Background: an optimization exercise with open tools, aiming at small area. Do not read the settings as production practice.
Function was checked by simulation only, so behaviour that the tests miss may differ from the original.

==> inputs of build 89 <==
Design FFT, start of the top module:
module FFT(
    input                   clk,
    input                   rst_n,
    input                   valid_i,
    input signed [10:0]     x_r,
    output                  finish,
    output signed [16:0]    answer
);
clock: 10.0 ns
lec_check: 0
cap_margin: 20
core_margin: 2
core_utilization: 55
cts_cluster_diameter: 100
cts_cluster_size: 28
place_density: 0.75
slew_margin: 20
run.sh (not shown) runs the stock make flow with config.mk's settings and CLKGATE_MAP_FILE= SYNTH_SCRIPT=/design/flow/synth_recipe.tcl, a recipe that flattens the netlist after the stock synthesis.
==> build 18: changes against build 89 <==
- CORE_UTILIZATION: 55 -> 40
- CTS_CLUSTER_DIAMETER: 100 -> 80
- CTS_CLUSTER_SIZE: 28 -> 32
- PLACE_DENSITY: 0.75 -> default
==> build 52: changes against build 89 <==
- CORE_UTILIZATION: 55 -> 40
- PLACE_DENSITY: 0.75 -> default
==> build 90: changes against build 89 <==
--- a/flow/design.v
+++ b/flow/design.v
@@ -20,15 +20,18 @@
         end else if (A == 6'd63) begin
             if (valid_i) A <= 6'd0;
         end else begin
             A <= A + 6'd1;
         end
     end
+    always @(posedge clk or negedge rst_n) begin
+        if (!rst_n)          P <= 6'd0;
+        else if (A == 6'd29) P <= 6'd63;
+        else                 P <= P + 6'd1;
+    end
     always @(posedge clk) begin
-        if (A == 6'd29) P <= 6'd63;
-        else            P <= P + 6'd1;
         c2 <= P[3:0];
         c3 <= c2[2:0];
         c4 <= c3[1:0];
         c5 <= c4[0];
         pass2 <= P[5] ^ ~P[4];
     end
- CORE_UTILIZATION: 55 -> 40
- PLACE_DENSITY: 0.75 -> default
==> run notes <==
- Build 89 finished clean. Build 90 completed without violations. Build 52 produced a clean layout. Build 18 finished clean.
- In build 89 the worst hold slack is lower than in build 52, by 0.021 ns.
- The highest cell count belongs to build 18, the lowest to build 89.
- Clock skew, lowest first: build 52, build 90, build 89, build 18.
- Against build 89, the die area of build 52 is higher by about 37%.
- Of build 18 and build 90, build 90 has the higher non-clock buffer count (gap 12).
- Sequential share of layout area: build 18 < build 90 < build 52 < build 89.

==> v30 <==
==> flow/design.v <==
module FFT(
    input                   clk,
    input                   rst_n,
    input                   valid_i,
    input signed [10:0]     x_r,
    output                  finish,
    output signed [16:0]    answer
);
    function [15:0] w32;     
        input [3:0] i;
        case (i)
            4'd0:  w32 = {8'b01000000, 8'b00000000};
            4'd1:  w32 = {8'b00111110, 8'b11110011};
            4'd2:  w32 = {8'b00111011, 8'b11100111};
            4'd3:  w32 = {8'b00110101, 8'b11011100};
            4'd4:  w32 = {8'b00101101, 8'b11010010};
            4'd5:  w32 = {8'b00100011, 8'b11001010};
            4'd6:  w32 = {8'b00011000, 8'b11000100};
            4'd7:  w32 = {8'b00001100, 8'b11000001};
            4'd8:  w32 = {8'b00000000, 8'b11000000};
            4'd9:  w32 = {8'b11110011, 8'b11000001};
            4'd10: w32 = {8'b11100111, 8'b11000100};
            4'd11: w32 = {8'b11011100, 8'b11001010};
            4'd12: w32 = {8'b11010010, 8'b11010010};
            4'd13: w32 = {8'b11001010, 8'b11011100};
            4'd14: w32 = {8'b11000100, 8'b11100111};
            default: w32 = {8'b11000001, 8'b11110011};
        endcase
    endfunction
    function [15:0] w16;     
        input [2:0] i;
        case (i)
            3'd0: w16 = {8'b01000000, 8'b00000000};
            3'd1: w16 = {8'b00111011, 8'b11100111};
            3'd2: w16 = {8'b00101101, 8'b11010010};
            3'd3: w16 = {8'b00011000, 8'b11000100};
            3'd4: w16 = {8'b00000000, 8'b11000000};
            3'd5: w16 = {8'b11100111, 8'b11000100};
            3'd6: w16 = {8'b11010010, 8'b11010010};
            default: w16 = {8'b11000100, 8'b11100111};
        endcase
    endfunction
    function [15:0] w8;      
        input [1:0] i;
        case (i)
            2'd0: w8 = {8'b01000000, 8'b00000000};
            2'd1: w8 = {8'b00101101, 8'b11010010};
            2'd2: w8 = {8'b00000000, 8'b11000000};
            default: w8 = {8'b11010010, 8'b11010010};
        endcase
    endfunction
    reg [5:0] A;
    reg [5:0] P;
    reg [3:0] c2;
    reg [2:0] c3;
    reg [1:0] c4;
    reg       c5;
    reg       pass2;
    reg [6:0] C2;
    always @(posedge clk or negedge rst_n) begin
        if (!rst_n) begin
            A <= 6'd63;
        end else if (A == 6'd63) begin
            if (valid_i) A <= 6'd0;
        end else begin
            A <= A + 6'd1;
        end
    end
    always @(posedge clk) begin
        if (A == 6'd29) P <= 6'd63;
        else            P <= P + 6'd1;
        c2 <= P[3:0];
        c3 <= c2[2:0];
        c4 <= c3[1:0];
        c5 <= c4[0];
        pass2 <= P[5] ^ ~P[4];
    end
    always @(posedge clk or negedge rst_n) begin
        if (!rst_n)              C2 <= 7'd127;
        else if (A == 6'd50)     C2 <= 7'd0;
        else if (C2 != 7'd127)   C2 <= C2 + 7'd1;
    end
    assign finish = (C2 >= 7'd21) && (C2 <= 7'd84);
    reg [351:0] ring;
    wire [10:0] ring_last = ring[351:341];
    always @(posedge clk) begin
        ring <= {ring[340:0], (valid_i ? x_r : ring_last)};
    end
    wire signed [10:0] Q0 = ring[14*11 +: 11];
    wire signed [10:0] Q1 = ring[30*11 +: 11];
    wire [5:0] Pn = P + 6'd1;
    wire gn = ~Pn[4];
    wire [12:0] q0e = {Q0[10], Q0[10], Q0};
    wire [12:0] q1e = {Q1[10], Q1[10], Q1} ^ {13{~gn}};
    wire [12:0] dsum;
    rca #(13) add_d (.a(q0e), .b(q1e), .ci(~gn), .s(dsum));
    reg  [12:0] dreg;
    always @(posedge clk) dreg <= dsum;
    wire g1 = ~P[4];
    wire signed [11:0] d1 = dreg[11:0];
    wire [15:0] W1 = w32(P[3:0]);
    wire signed [19:0] m1r = d1 * $signed(W1[15:8]);
    wire signed [19:0] m1i = d1 * $signed(W1[7:0]);
    reg  signed [13:0] s1_r, s1_i;
    always @(posedge clk) begin
        s1_r <= g1 ? {dreg, 1'b0} : m1r[18:5];
        s1_i <= g1 ? 14'sd0 : m1i[18:5];
    end
    reg  [8*30-1:0] sr2;
    wire signed [14:0] b2r = sr2[8*30-1 -: 15];
    wire signed [14:0] b2i = sr2[8*30-16 -: 15];
    wire signed [14:0] a2r = {s1_r[13], s1_r};
    wire signed [14:0] a2i = {s1_i[13], s1_i};
    wire [15:0] W2 = w16(c2[2:0]);
    wire signed [22:0] m2a = b2r * $signed(W2[15:8]);
    wire signed [22:0] m2b = b2i * $signed(W2[7:0]);
    wire signed [22:0] m2c = b2r * $signed(W2[7:0]);
    wire signed [22:0] m2d = b2i * $signed(W2[15:8]);
    wire signed [23:0] t2r = m2a - m2b;
    wire signed [23:0] t2i = m2c + m2d;
    wire first2 = c2[3];
    wire [14:0] g2r, g2i, h2r, h2i;
    rca #(15) ag2r (.a(a2r), .b(b2r), .ci(1'b0), .s(g2r));
    rca #(15) ag2i (.a(a2i), .b(b2i), .ci(1'b0), .s(g2i));
    rca #(15) ah2r (.a(b2r), .b(~a2r), .ci(1'b1), .s(h2r));
    rca #(15) ah2i (.a(b2i), .b(~a2i), .ci(1'b1), .s(h2i));
    wire [14:0] in2r = first2 ? h2r : a2r;
    wire [14:0] in2i = first2 ? h2i : a2i;
    reg  signed [14:0] s2_r, s2_i;
    always @(posedge clk) begin
        sr2 <= {sr2[7*30-1:0], in2r, in2i};
        s2_r <= first2 ? g2r : t2r[20:6];
        s2_i <= first2 ? g2i : t2i[20:6];
    end
    reg  [4*32-1:0] sr3;
    wire signed [15:0] b3r = sr3[4*32-1 -: 16];
    wire signed [15:0] b3i = sr3[4*32-17 -: 16];
    wire signed [15:0] a3r = {s2_r[14], s2_r};
    wire signed [15:0] a3i = {s2_i[14], s2_i};
    wire q3odd = c3[0];
    wire m3 = c3[1];
    wire signed [16:0] S3 = b3r + b3i;
    wire signed [16:0] D3 = b3i - b3r;
    wire signed [16:0] N3 = -S3;
    wire signed [16:0] k1in = m3 ? D3 : S3;
    wire signed [16:0] k2in = m3 ? N3 : D3;
    wire signed [19:0] k1x5 = {{3{k1in[16]}}, k1in} + {{1{k1in[16]}}, k1in, 2'b00};
    wire signed [22:0] k1 = {{3{k1x5[19]}}, k1x5} + {k1x5, 3'b000};
    wire signed [19:0] k2x5 = {{3{k2in[16]}}, k2in} + {{1{k2in[16]}}, k2in, 2'b00};
    wire signed [22:0] k2 = {{3{k2x5[19]}}, k2x5} + {k2x5, 3'b000};
    wire signed [16:0] o1 = m3 ? D3 : {b3i[15], b3i};
    wire signed [16:0] o2 = m3 ? N3 : ~{b3r[15], b3r};
    wire signed [22:0] p3r = k1 + {{6{o1[16]}}, o1};
    wire signed [22:0] p3i = k2 + {{6{o2[16]}}, o2} + {22'd0, ~m3};
    wire first3 = c3[2];
    wire [15:0] g3r, g3i, h3r, h3i;
    rca #(16) ag3r (.a(a3r), .b(b3r), .ci(1'b0), .s(g3r));
    rca #(16) ag3i (.a(a3i), .b(b3i), .ci(1'b0), .s(g3i));
    rca #(16) ah3r (.a(first3 ? b3r : 16'd0), .b(first3 ? ~a3r : ~b3r), .ci(1'b1), .s(h3r));
    rca #(16) ah3i (.a(b3i), .b(~a3i), .ci(1'b1), .s(h3i));
    wire [15:0] t3r = q3odd ? p3r[21:6] : (m3 ? b3i : b3r);
    wire [15:0] t3i = q3odd ? p3i[21:6] : (m3 ? h3r : b3i);
    wire [15:0] in3r = first3 ? h3r : a3r;
    wire [15:0] in3i = first3 ? h3i : a3i;
    reg  signed [15:0] s3_r, s3_i;
    always @(posedge clk) begin
        sr3 <= {sr3[3*32-1:0], in3r, in3i};
        s3_r <= first3 ? g3r : t3r;
        s3_i <= first3 ? g3i : t3i;
    end
    reg  [2*34-1:0] sr4;
    wire signed [16:0] b4r = sr4[2*34-1 -: 17];
    wire signed [16:0] b4i = sr4[2*34-18 -: 17];
    wire signed [16:0] a4r = {s3_r[15], s3_r};
    wire signed [16:0] a4i = {s3_i[15], s3_i};
    wire first4 = c4[1];
    wire neg4 = ~first4 & pass2 & c4[0];
    wire [16:0] y4a = first4 ? (pass2 ? a4i : a4r) : 17'd0;
    wire [16:0] y4b = first4 ? (pass2 ? b4i : b4r)
                    : (pass2 ? (c4[0] ? ~b4r : b4i) : (c4[0] ? b4i : b4r));
    wire [16:0] y4, h4r, h4i;
    rca #(17) ay4  (.a(y4a), .b(y4b), .ci(neg4), .s(y4));
    reg  [16:0] y;
    always @(posedge clk) y <= y4;
    rca #(17) ah4r (.a(b4r), .b(~a4r), .ci(1'b1), .s(h4r));
    rca #(17) ah4i (.a(b4i), .b(~a4i), .ci(1'b1), .s(h4i));
    wire [16:0] in4r = first4 ? h4r : a4r;
    wire [16:0] in4i = first4 ? h4i : a4i;
    always @(posedge clk) begin
        sr4 <= {sr4[34-1:0], in4r, in4i};
    end
    reg [16:0] sr5, zreg;
    wire first5 = c5;
    wire [16:0] g5, h5;
    rca #(17) ag5 (.a(sr5), .b(y), .ci(1'b0), .s(g5));
    rca #(17) ah5 (.a(sr5), .b(~y), .ci(1'b1), .s(h5));
    always @(posedge clk) begin
        sr5  <= first5 ? h5 : y;
        zreg <= first5 ? g5 : sr5;
    end
    wire [4:0] tp1 = C2[4:0];
    wire [4:0] tp2 = C2[4:0] + 5'd17;
    wire sel1 = tp1[4] & ~tp1[0];
    wire sel2 = tp2[3] & ~tp2[1];
    reg [15*17-1:0] bf1;
    reg [6*17-1:0]  bf2;
    wire [16:0] bf1_out = bf1[15*17-1 -: 17];
    wire [16:0] bf2_out = bf2[6*17-1 -: 17];
    wire [16:0] u2 = sel1 ? zreg : bf1_out;
    always @(posedge clk) begin
        bf1 <= {bf1[14*17-1:0], (sel1 ? bf1_out : zreg)};
        bf2 <= {bf2[5*17-1:0], (sel2 ? bf2_out : u2)};
    end
    assign answer = sel2 ? u2 : bf2_out;
endmodule
module rca #(parameter W = 8) (
    input  [W-1:0] a,
    input  [W-1:0] b,
    input          ci,
    output [W-1:0] s
);
    wire [W:0] c;
    assign c[0] = ci;
    genvar k;
    generate
        for (k = 0; k < W; k = k + 1) begin : bit_
            assign s[k]   = a[k] ^ b[k] ^ c[k];
            assign c[k+1] = (a[k] & b[k]) | (a[k] & c[k]) | (b[k] & c[k]);
        end
    endgenerate
endmodule
==> flow/run.sh <==
#!/bin/bash
# synth_recipe.tcl (not shown) runs the flow's synth.tcl, then flattens the netlist and writes it again
# the make line also repeats each setting of config.mk as NAME=value (left out here)
make -C /OpenROAD-flow-scripts/flow DESIGN_CONFIG=/design/flow/config.mk WORK_HOME=/design/flow/orfs CLKGATE_MAP_FILE= SYNTH_SCRIPT=/design/flow/synth_recipe.tcl finish
==> flow/config.mk <==
export PLATFORM = sky130hd
export DESIGN_NAME = FFT
export DESIGN_NICKNAME = FFT
export VERILOG_FILES = /design/flow/design.v
export SDC_FILE = /design/flow/constraint.sdc
export NUM_CORES = 4
export LEC_CHECK = 0
export CAP_MARGIN = 20
export CORE_MARGIN = 2
export CORE_UTILIZATION = 40
export SLEW_MARGIN = 20
==> flow/constraint.sdc <==
create_clock -name core_clock -period 10.0 [get_ports {clk}]
set_input_delay 2.0000 -clock core_clock [delete_from_list [all_inputs] [get_ports {clk}]]
set_output_delay 2.0000 -clock core_clock [all_outputs]
set_load 0.01 [all_outputs]
==> v29 (differences from v30) <==
==> flow/design.v, changed modules only <==
module FFT(
    input                   clk,
    input                   rst_n,
    input                   valid_i,
    input signed [10:0]     x_r,
    output                  finish,
    output signed [16:0]    answer
);
    function [15:0] w32;     
        input [3:0] i;
        case (i)
            4'd0:  w32 = {8'b01000000, 8'b00000000};
            4'd1:  w32 = {8'b00111110, 8'b11110011};
            4'd2:  w32 = {8'b00111011, 8'b11100111};
            4'd3:  w32 = {8'b00110101, 8'b11011100};
            4'd4:  w32 = {8'b00101101, 8'b11010010};
            4'd5:  w32 = {8'b00100011, 8'b11001010};
            4'd6:  w32 = {8'b00011000, 8'b11000100};
            4'd7:  w32 = {8'b00001100, 8'b11000001};
            4'd8:  w32 = {8'b00000000, 8'b11000000};
            4'd9:  w32 = {8'b11110011, 8'b11000001};
            4'd10: w32 = {8'b11100111, 8'b11000100};
            4'd11: w32 = {8'b11011100, 8'b11001010};
            4'd12: w32 = {8'b11010010, 8'b11010010};
            4'd13: w32 = {8'b11001010, 8'b11011100};
            4'd14: w32 = {8'b11000100, 8'b11100111};
            default: w32 = {8'b11000001, 8'b11110011};
        endcase
    endfunction
    function [15:0] w16;     
        input [2:0] i;
        case (i)
            3'd0: w16 = {8'b01000000, 8'b00000000};
            3'd1: w16 = {8'b00111011, 8'b11100111};
            3'd2: w16 = {8'b00101101, 8'b11010010};
            3'd3: w16 = {8'b00011000, 8'b11000100};
            3'd4: w16 = {8'b00000000, 8'b11000000};
            3'd5: w16 = {8'b11100111, 8'b11000100};
            3'd6: w16 = {8'b11010010, 8'b11010010};
            default: w16 = {8'b11000100, 8'b11100111};
        endcase
    endfunction
    function [15:0] w8;      
        input [1:0] i;
        case (i)
            2'd0: w8 = {8'b01000000, 8'b00000000};
            2'd1: w8 = {8'b00101101, 8'b11010010};
            2'd2: w8 = {8'b00000000, 8'b11000000};
            default: w8 = {8'b11010010, 8'b11010010};
        endcase
    endfunction
    reg [5:0] A;
    reg [5:0] P;
    reg [3:0] c2;
    reg [2:0] c3;
    reg [1:0] c4;
    reg       pass2;
    reg [6:0] C2;
    always @(posedge clk or negedge rst_n) begin
        if (!rst_n) begin
            A <= 6'd63;
        end else if (A == 6'd63) begin
            if (valid_i) A <= 6'd0;
        end else begin
            A <= A + 6'd1;
        end
    end
    always @(posedge clk) begin
        if (A == 6'd31) P <= 6'd0;
        else            P <= P + 6'd1;
        c2 <= P[3:0];
        c3 <= c2[2:0];
        c4 <= c3[1:0];
        pass2 <= P[5] ^ ~P[4];
    end
    always @(posedge clk or negedge rst_n) begin
        if (!rst_n)              C2 <= 7'd127;
        else if (A == 6'd50)     C2 <= 7'd0;
        else if (C2 != 7'd127)   C2 <= C2 + 7'd1;
    end
    assign finish = (C2 >= 7'd21) && (C2 <= 7'd84);
    reg [351:0] ring;
    wire [10:0] ring_last = ring[351:341];
    always @(posedge clk) begin
        ring <= {ring[340:0], (valid_i ? x_r : ring_last)};
    end
    wire signed [10:0] Q0 = ring[16*11 +: 11];
    wire signed [10:0] Q1 = ring[0 +: 11];
    wire g1 = ~P[4];
    wire signed [12:0] s1sum = {Q0[10], Q0[10], Q0} + {Q1[10], Q1[10], Q1};
    wire signed [11:0] d1 = {Q0[10], Q0} - {Q1[10], Q1};
    wire [15:0] W1 = w32(P[3:0]);
    wire signed [19:0] m1r = d1 * $signed(W1[15:8]);
    wire signed [19:0] m1i = d1 * $signed(W1[7:0]);
    reg  signed [13:0] s1_r, s1_i;
    always @(posedge clk) begin
        s1_r <= g1 ? {s1sum, 1'b0} : m1r[18:5];
        s1_i <= g1 ? 14'sd0 : m1i[18:5];
    end
    reg  [8*30-1:0] sr2;
    wire signed [14:0] b2r = sr2[8*30-1 -: 15];
    wire signed [14:0] b2i = sr2[8*30-16 -: 15];
    wire signed [14:0] a2r = {s1_r[13], s1_r};
    wire signed [14:0] a2i = {s1_i[13], s1_i};
    wire [15:0] W2 = w16(c2[2:0]);
    wire signed [22:0] m2a = b2r * $signed(W2[15:8]);
    wire signed [22:0] m2b = b2i * $signed(W2[7:0]);
    wire signed [22:0] m2c = b2r * $signed(W2[7:0]);
    wire signed [22:0] m2d = b2i * $signed(W2[15:8]);
    wire signed [23:0] t2r = m2a - m2b;
    wire signed [23:0] t2i = m2c + m2d;
    wire first2 = c2[3];
    wire [14:0] in2r = first2 ? b2r - a2r : a2r;
    wire [14:0] in2i = first2 ? b2i - a2i : a2i;
    reg  signed [14:0] s2_r, s2_i;
    always @(posedge clk) begin
        sr2 <= {sr2[7*30-1:0], in2r, in2i};
        s2_r <= first2 ? a2r + b2r : t2r[20:6];
        s2_i <= first2 ? a2i + b2i : t2i[20:6];
    end
    reg  [4*32-1:0] sr3;
    wire signed [15:0] b3r = sr3[4*32-1 -: 16];
    wire signed [15:0] b3i = sr3[4*32-17 -: 16];
    wire signed [15:0] a3r = {s2_r[14], s2_r};
    wire signed [15:0] a3i = {s2_i[14], s2_i};
    wire q3odd = c3[0];
    wire m3 = c3[1];
    wire signed [16:0] S3 = b3r + b3i;
    wire signed [16:0] D3 = b3i - b3r;
    wire signed [16:0] N3 = -S3;
    wire signed [16:0] k1in = m3 ? D3 : S3;
    wire signed [16:0] k2in = m3 ? N3 : D3;
    wire signed [19:0] k1x5 = {{3{k1in[16]}}, k1in} + {{1{k1in[16]}}, k1in, 2'b00};
    wire signed [22:0] k1 = {{3{k1x5[19]}}, k1x5} + {k1x5, 3'b000};
    wire signed [19:0] k2x5 = {{3{k2in[16]}}, k2in} + {{1{k2in[16]}}, k2in, 2'b00};
    wire signed [22:0] k2 = {{3{k2x5[19]}}, k2x5} + {k2x5, 3'b000};
    wire signed [16:0] o1 = m3 ? D3 : {b3i[15], b3i};
    wire signed [16:0] o2 = m3 ? N3 : ~{b3r[15], b3r};
    wire signed [22:0] p3r = k1 + {{6{o1[16]}}, o1};
    wire signed [22:0] p3i = k2 + {{6{o2[16]}}, o2} + {22'd0, ~m3};
    wire signed [15:0] nb3r = -b3r;
    wire signed [15:0] t3r = q3odd ? p3r[21:6] : (m3 ? b3i : b3r);
    wire signed [15:0] t3i = q3odd ? p3i[21:6] : (m3 ? nb3r : b3i);
    wire first3 = c3[2];
    wire [15:0] in3r = first3 ? b3r - a3r : a3r;
    wire [15:0] in3i = first3 ? b3i - a3i : a3i;
    reg  signed [15:0] s3_r, s3_i;
    always @(posedge clk) begin
        sr3 <= {sr3[3*32-1:0], in3r, in3i};
        s3_r <= first3 ? a3r + b3r : t3r;
        s3_i <= first3 ? a3i + b3i : t3i;
    end
    reg  [2*34-1:0] sr4;
    wire signed [16:0] b4r = sr4[2*34-1 -: 17];
    wire signed [16:0] b4i = sr4[2*34-18 -: 17];
    wire signed [16:0] a4r = {s3_r[15], s3_r};
    wire signed [16:0] a4i = {s3_i[15], s3_i};
    wire first4 = c4[1];
    wire [16:0] y4a = pass2 ? a4i : a4r;
    wire [16:0] y4b = pass2 ? b4i : b4r;
    wire [16:0] y4s = pass2 ? (c4[0] ? -b4r : b4i) : (c4[0] ? b4i : b4r);
    wire [16:0] y = first4 ? y4a + y4b : y4s;
    wire [16:0] in4r = first4 ? b4r - a4r : a4r;
    wire [16:0] in4i = first4 ? b4i - a4i : a4i;
    always @(posedge clk) begin
        sr4 <= {sr4[34-1:0], in4r, in4i};
    end
    reg [16:0] sr5, zreg;
    wire first5 = c4[0];
    always @(posedge clk) begin
        sr5  <= first5 ? sr5 - y : y;
        zreg <= first5 ? sr5 + y : sr5;
    end
    wire [4:0] tp1 = C2[4:0];
    wire [4:0] tp2 = C2[4:0] + 5'd17;
    wire sel1 = tp1[4] & ~tp1[0];
    wire sel2 = tp2[3] & ~tp2[1];
    reg [15*17-1:0] bf1;
    reg [6*17-1:0]  bf2;
    wire [16:0] bf1_out = bf1[15*17-1 -: 17];
    wire [16:0] bf2_out = bf2[6*17-1 -: 17];
    wire [16:0] u2 = sel1 ? zreg : bf1_out;
    always @(posedge clk) begin
        bf1 <= {bf1[14*17-1:0], (sel1 ? bf1_out : zreg)};
        bf2 <= {bf2[5*17-1:0], (sel2 ? bf2_out : u2)};
    end
    assign answer = sel2 ? u2 : bf2_out;
endmodule
// module rca removed
Settings changed: CORE_UTILIZATION 40 to 60, CTS_BUF_LIST from default to sky130_fd_sc_hd__clkbuf_4 sky130_fd_sc_hd__clkbuf_8.
==> qor summary <==
Met3 wirelength from detailed routing: v30 8.354 mm; v29 10.33 mm
Detailed placer's ending HPWL: v30 105.6 mm; v29 121.2 mm
Worst setup slack after layout: v30 0.9615 ns; v29 1.352 ns
CP max stage cell: v30 sky130_fd_sc_hd__fa_1; v29 sky130_fd_sc_hd__nand2_1
Design area: v30 71450 sq um; v29 75680 sq um
Wire length on met2: v30 60.66 mm; v29 70.17 mm
Number of CTS-inserted buffers: v30 133; v29 194
Status: v30 timing/DRC/antenna clean; v29 timing/DRC/antenna clean
Buffers plus inverters on the worst setup path: v30 0; v29 3
Top cell type's share of synthesized area: v30 0.4141; v29 0.3739
Seq area share: v30 0.3776; v29 0.3486
Final Non-Filler Cells: v30 8106; v29 8657
Setup crit end: v30 y[16]; v29 s2_i[13]
Worst R2R Setup Slack: v30 0.96 ns; v29 1.35 ns
Worst-path clk slew: v30 0.07 ns; v29 0.06 ns
Critical path startpoint: v30 c4[0]; v29 c2[1]
Post-layout min period: v30 9.038 ns; v29 8.648 ns
Routed len/inst: v30 17.05 um; v29 18.26 um
Transition time at the pin with the least slew margin: v30 1.201 ns; v29 1.006 ns
Instance area after placement: v30 66770 sq um; v29 71320 sq um
Clock sink count: v30 1343; v29 1313
Tap cells: v30 2086; v29 1512
Fraction of the mapped netlist area in adder cells: v30 0.3101; v29 0.2716

## port drivers added, routing unchanged
Ports are ideal in the flow. The routed layouts listed here were re-timed in OpenROAD. Step 1, drivers: a clkbuf_16 drives clk and a buf_2 each remaining input, both assumed. Step 2 also shifts input and output timing later by t, the mid clock arrival at the registers, as if the neighbouring blocks saw the same clock. a / b / c = ideal ports / drivers / drivers and shift; a / b = the first two.
run | t (ns) | setup slack, ns | worst hold slack (ns) | worst slew at a driven data input, ns
build 89 | 0.720 | 1.529 / 1.529 / 1.529 | 0.297 / 0.297 / 0.297 | 0.06
build 18 | 0.754 | 1.509 / 1.509 / 1.509 | 0.311 / 0.311 / 0.311 | 0.09
build 52 | 0.752 | 1.518 / 1.518 / 1.518 | 0.318 / 0.318 / 0.318 | 0.10
build 90 | 0.754 | 1.507 / 1.507 / 1.507 | 0.308 / 0.308 / 0.308 | 0.05
v30 | 0.838 | 0.962 / 0.962 / 0.962 | 0.276 / 0.276 / 0.276 | 0.15
v29 | 0.958 | 1.352 / 1.352 / 1.352 | 0.298 / 0.298 / 0.298 | 0.07
After both steps setup and hold are still met in every run listed.
